This is an optimization exercise on Yosys and OpenROAD, whose aim is small area and a short achievable clock period, not a production implementation.

## the baseline
==> flow/design.v <==
module alu_top (
    input             clk,
    input      [15:0] a,
    input      [15:0] b,
    input      [2:0]  opcode,
    input      [1:0]  mode,
    output reg [31:0] result,
    output reg        eq
);
    reg [15:0] a_q;
    reg [15:0] b_q;
    reg [2:0]  opcode_q;
    reg [1:0]  mode_q;
    wire [31:0] alu_out;
    wire        alu_eq;
    ALU u_alu (.a(a_q), .b(b_q), .opcode(opcode_q), .mode(mode_q),
               .outALU(alu_out), .eq(alu_eq));
    always @(posedge clk) begin
        a_q      <= a;
        b_q      <= b;
        opcode_q <= opcode;
        mode_q   <= mode;
        result   <= alu_out;
        eq       <= alu_eq;
    end
endmodule

module logic_unit(a, b, x, eq);
input  [15:0] a;
input  [15:0] b;
output [15:0] x;
output eq;
assign x = a ^ b;
assign eq = ~|x;
endmodule
module arith(a, b, sub, inc, dec, s, co, p, q, dz);
input  [15:0] a;
input  [15:0] b;
input  sub, inc, dec;
output [15:0] s;
output co;
output [31:0] p;
output [15:0] q;
output dz;
wire gt = a > b;
wire [15:0] y = a ^ {16{sub & ~gt}};
wire [15:0] x = (b & {16{~(inc | dec)}}) ^ {16{(sub & gt) | dec}};
add16 ad (.a(y), .b(x), .ci(sub | inc), .s(s), .co(co));
mul16 mu (.a(a), .b(b), .p(p));
div16 dv (.a(a), .b(b), .gt(gt), .q(q), .dz(dz));
endmodule
module add16(a, b, ci, s, co);
input  [15:0] a;
input  [15:0] b;
input  ci;
output [15:0] s;
output co;
wire [16:0] c;
assign c[0] = ci;
genvar k;
generate for (k = 0; k < 16; k = k + 1) begin : rb
    fa u (.x(a[k]), .y(b[k]), .z(c[k]), .c(c[k+1]), .s(s[k]));
end endgenerate
assign co = c[16];
endmodule
module div16 #(parameter [15:0] PLAN = 16'h4155) (a, b, gt, q, dz);
input  [15:0] a;
input  [15:0] b;
input  gt;
output [15:0] q;
output dz;
wire [15:0] n = gt ? a : b;
wire [15:0] d = gt ? b : a;
wire [16:0] za, zb;
assign za[16] = 1'b1;
assign zb[16] = 1'b1;
genvar k, j;
generate for (k = 15; k >= 0; k = k - 1) begin : zp
    assign za[k] = za[k+1] & ~a[k];
    assign zb[k] = zb[k+1] & ~b[k];
end endgenerate
wire [16:0] hz = za | zb;
assign dz = hz[0];
wire [17:0] d3;
wire [16:0] c3;
assign d3[0] = d[0];
assign c3[1] = 1'b0;
generate for (k = 1; k < 16; k = k + 1) begin : m3
    fa u (.x(d[k]), .y(d[k-1]), .z(c3[k]), .c(c3[k+1]), .s(d3[k]));
end endgenerate
ha m3h (.x(d[15]), .y(c3[16]), .c(d3[17]), .s(d3[16]));
localparam [15:0] R4 = PLAN;
wire [15:0] r [0:15];
generate for (j = 0; j < 16; j = j + 1) begin : row
    if (R4[j]) begin : s4
        localparam W = j + 2;
        wire h3 = (a <= ((1 << W) - 1) / 3) | (b <= ((1 << W) - 1) / 3);
        wire [W-1:0] t;
        if (j == 0) begin : f
            assign t = n[15:14];
        end else begin : m
            assign t = {r[j-1][W-3:0], n[15-j:14-j]};
        end
        wire [1:0] qq;
        wire [W-1:0] rr;
        dstep #(.W(W), .LAST(j == 14)) u (.t(t), .d(d[W-1:0]), .d3(d3[W-1:0]),
            .h1(hz[W]), .h2(hz[W-1]), .h3(h3), .q(qq), .r(rr));
        assign q[15-j:14-j] = qq;
        assign r[j] = rr;
    end else if (j > 0 && R4[j-1]) begin : s4b
        assign r[j] = r[j-1];
    end else begin : s2
        localparam W = j + 1;
        wire [W-1:0] t;
        if (j == 0) begin : f
            assign t = n[15];
        end else begin : m
            assign t = {r[j-1][W-2:0], n[15-j]};
        end
        wire qq;
        wire [W-1:0] rr;
        rstep #(.W(W), .LAST(j == 15)) u (.t(t), .d(d[W-1:0]), .h(hz[W]), .q(qq), .r(rr));
        assign q[15-j] = qq;
        assign r[j] = rr;
    end
end endgenerate
endmodule
module dstep #(parameter W = 2, parameter LAST = 0) (t, d, d3, h1, h2, h3, q, r);
input  [W-1:0] t;
input  [W-1:0] d;
input  [W-1:0] d3;
input  h1, h2, h3;
output [1:0] q;
output [W-1:0] r;
function [W:0] subbk;
    input [W-1:0] t;
    input [W-1:0] d;
    input integer n;
    reg [W-1:0] g, p, gg, pp;
    integer i, l;
    begin
        g = t & ~d;
        p = ~(t ^ d);
        g[0] = g[0] | p[0];
        gg = g;
        pp = p;
        for (l = 1; l < W; l = l * 2)
            for (i = 2*l - 1; i < n; i = i + 2*l) begin
                gg[i] = gg[i] | (pp[i] & gg[i-l]);
                pp[i] = pp[i] & pp[i-l];
            end
        for (l = H; l >= 1; l = l / 2)
            for (i = 3*l - 1; i < n; i = i + 2*l) begin
                gg[i] = gg[i] | (pp[i] & gg[i-l]);
                pp[i] = pp[i] & pp[i-l];
            end
        subbk[W] = gg[n-1];
        subbk[0] = ~p[0];
        for (i = 1; i < W; i = i + 1)
            subbk[i] = p[i] ^ gg[i-1];
    end
endfunction
localparam H = (W > 8) ? 8 : (W > 4) ? 4 : (W > 2) ? 2 : 1;
wire [W:0] s1 = subbk(t, d, W);
wire [W:0] s2x = subbk({1'b0, t[W-1:1]}, {1'b0, d[W-2:0]}, W - 1);
wire [W:0] s2 = {s2x[W], s2x[W-2:0], t[0]};
wire [W:0] s3 = subbk(t, d3, W);
wire ge1 = h1 & s1[W];
wire ge2 = h2 & s2[W];
wire ge3 = h3 & s3[W];
assign q = {ge2, ge3 | (ge1 & ~ge2)};
generate if (LAST) begin : l
    assign r = {W{1'b0}};
end else begin : n
    assign r = ge3 ? s3[W-1:0] : ge2 ? s2[W-1:0] : ge1 ? s1[W-1:0] : t;
end endgenerate
endmodule
module mul16(a, b, p);
input  [15:0] a;
input  [15:0] b;
output [31:0] p;
wire [15:0] an = ~a;
wire [15:0] bn = ~b;
wire [16:0] s [0:15];
wire [15:0] c [0:15];
genvar i, k;
generate
for (k = 0; k < 16; k = k + 1) begin : r0
    nor2 g (.a(an[k]), .b(bn[0]), .y(s[0][k]));
end
assign s[0][16] = 1'b0;
for (i = 1; i < 16; i = i + 1) begin : row
    for (k = 0; k < 16; k = k + 1) begin : col
        wire x;
        nor2 g (.a(an[k]), .b(bn[i]), .y(x));
        if (i == 1 && k == 15) begin : n
            assign s[i][k] = x;
            assign c[i][k] = 1'b0;
        end else if (i == 1) begin : h1
            ha u (.x(x), .y(s[0][k+1]), .c(c[i][k]), .s(s[i][k]));
        end else if (k == 15) begin : h2
            ha u (.x(x), .y(c[i-1][k]), .c(c[i][k]), .s(s[i][k]));
        end else begin : f
            fa u (.x(x), .y(s[i-1][k+1]), .z(c[i-1][k]), .c(c[i][k]), .s(s[i][k]));
        end
    end
    assign s[i][16] = 1'b0;
end
for (i = 0; i < 16; i = i + 1) begin : lo
    assign p[i] = s[i][0];
end
wire [16:0] rc;
for (k = 0; k < 16; k = k + 1) begin : fin
    if (k == 0) begin : h
        ha u (.x(s[15][1]), .y(c[15][0]), .c(rc[1]), .s(p[16]));
    end else if (k == 15) begin : t
        assign p[31] = c[15][15] ^ rc[15];
    end else begin : f
        fa u (.x(s[15][k+1]), .y(c[15][k]), .z(rc[k]), .c(rc[k+1]), .s(p[16+k]));
    end
end
endgenerate
endmodule
module fa(x, y, z, c, s);
input x, y, z;
output c, s;
assign s = x ^ y ^ z;
assign c = (x & y) | (x & z) | (y & z);
endmodule
module ha(x, y, c, s);
input x, y;
output c, s;
assign s = x ^ y;
assign c = x & y;
endmodule
module nor2(a, b, y);
input a, b;
output y;
assign y = ~(a | b);
endmodule
module rstep #(parameter W = 2, parameter LAST = 0) (t, d, h, q, r);
input  [W-1:0] t;
input  [W-1:0] d;
input  h;
output q;
output [W-1:0] r;
function [W:0] subbk;
    input [W-1:0] t;
    input [W-1:0] d;
    input integer n;
    reg [W-1:0] g, p, gg, pp;
    integer i, l;
    begin
        g = t & ~d;
        p = ~(t ^ d);
        g[0] = g[0] | p[0];
        gg = g;
        pp = p;
        for (l = 1; l < W; l = l * 2)
            for (i = 2*l - 1; i < n; i = i + 2*l) begin
                gg[i] = gg[i] | (pp[i] & gg[i-l]);
                pp[i] = pp[i] & pp[i-l];
            end
        for (l = H; l >= 1; l = l / 2)
            for (i = 3*l - 1; i < n; i = i + 2*l) begin
                gg[i] = gg[i] | (pp[i] & gg[i-l]);
                pp[i] = pp[i] & pp[i-l];
            end
        subbk[W] = gg[n-1];
        subbk[0] = ~p[0];
        for (i = 1; i < W; i = i + 1)
            subbk[i] = p[i] ^ gg[i-1];
    end
endfunction
localparam H = (W > 8) ? 8 : (W > 4) ? 4 : (W > 2) ? 2 : 1;
wire [W:0] s1 = subbk(t, d, W);
assign q = h & s1[W];
generate if (LAST) begin : l
    assign r = {W{1'b0}};
end else begin : n
    assign r = q ? s1[W-1:0] : t;
end endgenerate
endmodule
module crypto(a, g2b);
input  [15:0] a;
output [15:0] g2b;
assign g2b[15] = a[15];
genvar i;
generate for (i = 14; i >= 0; i = i - 1) begin : pfx
    assign g2b[i] = g2b[i+1] ^ a[i];
end endgenerate
endmodule
module ALU(a, b, opcode, mode, outALU, eq);
input  [15:0] a;
input  [15:0] b;
input  [2:0]  opcode;
input  [1:0]  mode;
output [31:0] outALU;
output eq;
wire [15:0] x;       
wire [15:0] g2b;     
logic_unit l1 (.a(a), .b(b), .x(x), .eq(eq));
crypto     d1 (.a(a), .g2b(g2b));
wire m0 = (mode == 2'b00);
wire m1 = (mode == 2'b01);
wire m2 = (mode == 2'b10);
wire op_and = m0 & (opcode == 3'b000);
wire op_or  = m0 & (opcode == 3'b001);
wire op_xor = m0 & (opcode == 3'b010);
wire op_not = m0 & (opcode == 3'b011);
wire op_add = m1 & (opcode == 3'b000);
wire op_mul = m1 & (opcode == 3'b001);
wire op_sub = m1 & (opcode == 3'b010);
wire op_div = m1 & (opcode == 3'b011);
wire op_inc = m1 & (opcode == 3'b100);
wire op_dec = m1 & (opcode == 3'b101);
wire op_gen = m2 & (opcode == 3'b000);
wire op_gde = m2 & (opcode == 3'b001);
wire [15:0] s;       
wire co;
wire [31:0] p;       
wire [15:0] q;       
wire dz;             
arith a1 (.a(a), .b(b), .sub(op_sub), .inc(op_inc), .dec(op_dec),
          .s(s), .co(co), .p(p), .q(q), .dz(dz));
wire sel_s = op_add | op_sub | op_inc | op_dec;
wire tt0 = op_not;
wire tt1 = op_or | op_xor | op_not;
wire tt2 = op_or | op_xor;
wire tt3 = op_and | op_or;
wire [15:0] gen = a ^ {1'b0, a[15:1]};
genvar i;
generate for (i = 0; i < 16; i = i + 1) begin : lo
    wire lg = a[i] ? (b[i] ? tt3 : tt2) : (b[i] ? tt1 : tt0);
    assign outALU[i] = lg | (sel_s & s[i]) | (op_mul & p[i]) | (op_div & q[i])
                     | (op_gen & gen[i]) | (op_gde & g2b[i]);
end endgenerate
wire hi1 = (op_div & dz) | (op_dec & ~co);
assign outALU[16] = (op_mul & p[16]) | hi1 | (op_inc & co);
assign outALU[31:17] = ({15{op_mul}} & p[31:17]) | {15{hi1}};
endmodule
export LEC_CHECK = 0
export ABC_AREA = 0
export ABC_CLOCK_PERIOD_IN_PS = 20000
export CAP_MARGIN = 20
export CORE_MARGIN = 2
export CORE_UTILIZATION = 70
export PLACE_DENSITY = 0.8
export SLEW_MARGIN = 20
export SYNTH_HIERARCHICAL = 1
export SYNTH_MINIMUM_KEEP_SIZE = 0
create_clock -name core_clock -period 90.0 [get_ports {clk}]
standard.sh (not shown) runs the stock make flow with config.mk's settings and CLKGATE_MAP_FILE= SYNTH_SCRIPT=/design/flow/synth_recipe.tcl, a recipe that flattens the netlist after the stock synthesis.
==> flow/flow/run.sh <==
#!/bin/bash
# Standard layout with two changes in how it is made (clock and constraints unchanged):
#  - ports are buffered with the smallest buffer, which the resizer upsizes where needed;
#  - the resizer's setup repair aims at a period close to what the I/O paths allow.
set -euo pipefail
export SETUP_SLACK_MARGIN=71.1
export BUFFER_PORTS_ARGS="-buffer_cell sky130_fd_sc_hd__buf_1"
bash standard.sh > standard_flow.log 2>&1
#### Input delta (the candidate over the baseline)
diff --git a/flow/design.v b/flow/design.v
--- a/flow/design.v
+++ b/flow/design.v
@@ -31,24 +31,24 @@
 output [15:0] x;
 output eq;
 assign x = a ^ b;
 assign eq = ~|x;
 endmodule
-module arith(a, b, sub, inc, dec, s, co, p, q, dz);
+module arith(a, b, sub, inc, dec, mul, s, co, p, q, dz);
 input  [15:0] a;
 input  [15:0] b;
-input  sub, inc, dec;
+input  sub, inc, dec, mul;
 output [15:0] s;
 output co;
-output [31:0] p;
+output [31:0] p;       
 output [15:0] q;
 output dz;
 wire gt = a > b;
 wire [15:0] y = a ^ {16{sub & ~gt}};
 wire [15:0] x = (b & {16{~(inc | dec)}}) ^ {16{(sub & gt) | dec}};
 add16 ad (.a(y), .b(x), .ci(sub | inc), .s(s), .co(co));
-mul16 mu (.a(a), .b(b), .p(p));
+mul16 mu (.a(a), .b(b), .en(mul), .p(p));
 div16 dv (.a(a), .b(b), .gt(gt), .q(q), .dz(dz));
 endmodule
 module add16(a, b, ci, s, co);
 input  [15:0] a;
 input  [15:0] b;
@@ -61,11 +61,11 @@
 generate for (k = 0; k < 16; k = k + 1) begin : rb
     fa u (.x(a[k]), .y(b[k]), .z(c[k]), .c(c[k+1]), .s(s[k]));
 end endgenerate
 assign co = c[16];
 endmodule
-module div16 #(parameter [15:0] PLAN = 16'h4155) (a, b, gt, q, dz);
+module div16 #(parameter [15:0] PLAN = 16'h5555) (a, b, gt, q, dz);
 input  [15:0] a;
 input  [15:0] b;
 input  gt;
 output [15:0] q;
 output dz;
@@ -87,16 +87,26 @@
 assign c3[1] = 1'b0;
 generate for (k = 1; k < 16; k = k + 1) begin : m3
     fa u (.x(d[k]), .y(d[k-1]), .z(c3[k]), .c(c3[k+1]), .s(d3[k]));
 end endgenerate
 ha m3h (.x(d[15]), .y(c3[16]), .c(d3[17]), .s(d3[16]));
+wire [8:0] l3;
+assign l3[0] = 1'b1;
+generate for (k = 1; k <= 8; k = k + 1) begin : l3c
+    assign l3[k] = ~d[2*k-1] & (~d[2*k-2] | l3[k-1]);
+end endgenerate
 localparam [15:0] R4 = PLAN;
 wire [15:0] r [0:15];
 generate for (j = 0; j < 16; j = j + 1) begin : row
     if (R4[j]) begin : s4
         localparam W = j + 2;
-        wire h3 = (a <= ((1 << W) - 1) / 3) | (b <= ((1 << W) - 1) / 3);
+        wire h3;
+        if (W % 2 == 0) begin : e
+            assign h3 = hz[W] & l3[W/2];
+        end else begin : o
+            assign h3 = (a <= ((1 << W) - 1) / 3) | (b <= ((1 << W) - 1) / 3);
+        end
         wire [W-1:0] t;
         if (j == 0) begin : f
             assign t = n[15:14];
         end else begin : m
             assign t = {r[j-1][W-3:0], n[15-j:14-j]};
@@ -173,16 +183,17 @@
     assign r = {W{1'b0}};
 end else begin : n
     assign r = ge3 ? s3[W-1:0] : ge2 ? s2[W-1:0] : ge1 ? s1[W-1:0] : t;
 end endgenerate
 endmodule
-module mul16(a, b, p);
+module mul16(a, b, en, p);
 input  [15:0] a;
 input  [15:0] b;
+input  en;
 output [31:0] p;
 wire [15:0] an = ~a;
-wire [15:0] bn = ~b;
+wire [15:0] bn = ~(b & {16{en}});
 wire [16:0] s [0:15];
 wire [15:0] c [0:15];
 genvar i, k;
 generate
 for (k = 0; k < 16; k = k + 1) begin : r0
@@ -319,23 +330,23 @@
 wire [15:0] s;       
 wire co;
 wire [31:0] p;       
 wire [15:0] q;       
 wire dz;             
-arith a1 (.a(a), .b(b), .sub(op_sub), .inc(op_inc), .dec(op_dec),
+arith a1 (.a(a), .b(b), .sub(op_sub), .inc(op_inc), .dec(op_dec), .mul(op_mul),
           .s(s), .co(co), .p(p), .q(q), .dz(dz));
 wire sel_s = op_add | op_sub | op_inc | op_dec;
 wire tt0 = op_not;
 wire tt1 = op_or | op_xor | op_not;
 wire tt2 = op_or | op_xor;
 wire tt3 = op_and | op_or;
 wire [15:0] gen = a ^ {1'b0, a[15:1]};
 genvar i;
 generate for (i = 0; i < 16; i = i + 1) begin : lo
     wire lg = a[i] ? (b[i] ? tt3 : tt2) : (b[i] ? tt1 : tt0);
-    assign outALU[i] = lg | (sel_s & s[i]) | (op_mul & p[i]) | (op_div & q[i])
+    assign outALU[i] = lg | (sel_s & s[i]) | p[i] | (op_div & q[i])
                      | (op_gen & gen[i]) | (op_gde & g2b[i]);
 end endgenerate
 wire hi1 = (op_div & dz) | (op_dec & ~co);
-assign outALU[16] = (op_mul & p[16]) | hi1 | (op_inc & co);
-assign outALU[31:17] = ({15{op_mul}} & p[31:17]) | {15{hi1}};
+assign outALU[16] = p[16] | hi1 | (op_inc & co);
+assign outALU[31:17] = p[31:17] | {15{hi1}};
 endmodule
Results
Compared with the baseline, the candidate shows a highest cell delay on the worst timing path that is 0.22 ns lower.
For sequential share of layout area, the candidate and the baseline come out practically identical.
The candidate vs. the baseline: average cell area after synthesis went down by 0.080 sq um.
From the baseline to the candidate the numbers moved as follows: maximum clock frequency picked up an extra 2.0 MHz, fraction of layout cells with a size suffix above 1 lower, count of inverters not on the clock network in the layout went down.
Summary — wire length, the candidate relative to the baseline: lower, by about 1.6%.
The candidate vs the baseline: mapped cell area up in the candidate
No functional check of the RTL was part of any run of this note.

==> afterwards: timing with drivers on the ports <==
In the flow no input, the clock included, has a driving cell. The finished layouts below were timed again as built, in two steps. Step 1: set_driving_cell puts a clkbuf_16 on clk and a buf_2 on each other input, an assumption about the parent block. Step 2 adds t to the input delays and takes it off the output delays; t is the mean of the earliest and latest rising clock arrival at the registers after step 1. Input paths then give back, and output paths get back, about the clock's delay inside the block. a / b / c = ideal / step 1 / step 2; a / b = the first two.
run	t, ns	setup WS [ns]	worst data-port slew with drivers (ns)
the baseline	0.391	70.364 / 70.364 / 70.364	0.08
the candidate	0.380	71.117 / 71.076 / 71.456	0.08
After both steps setup and hold are still met in every run listed.
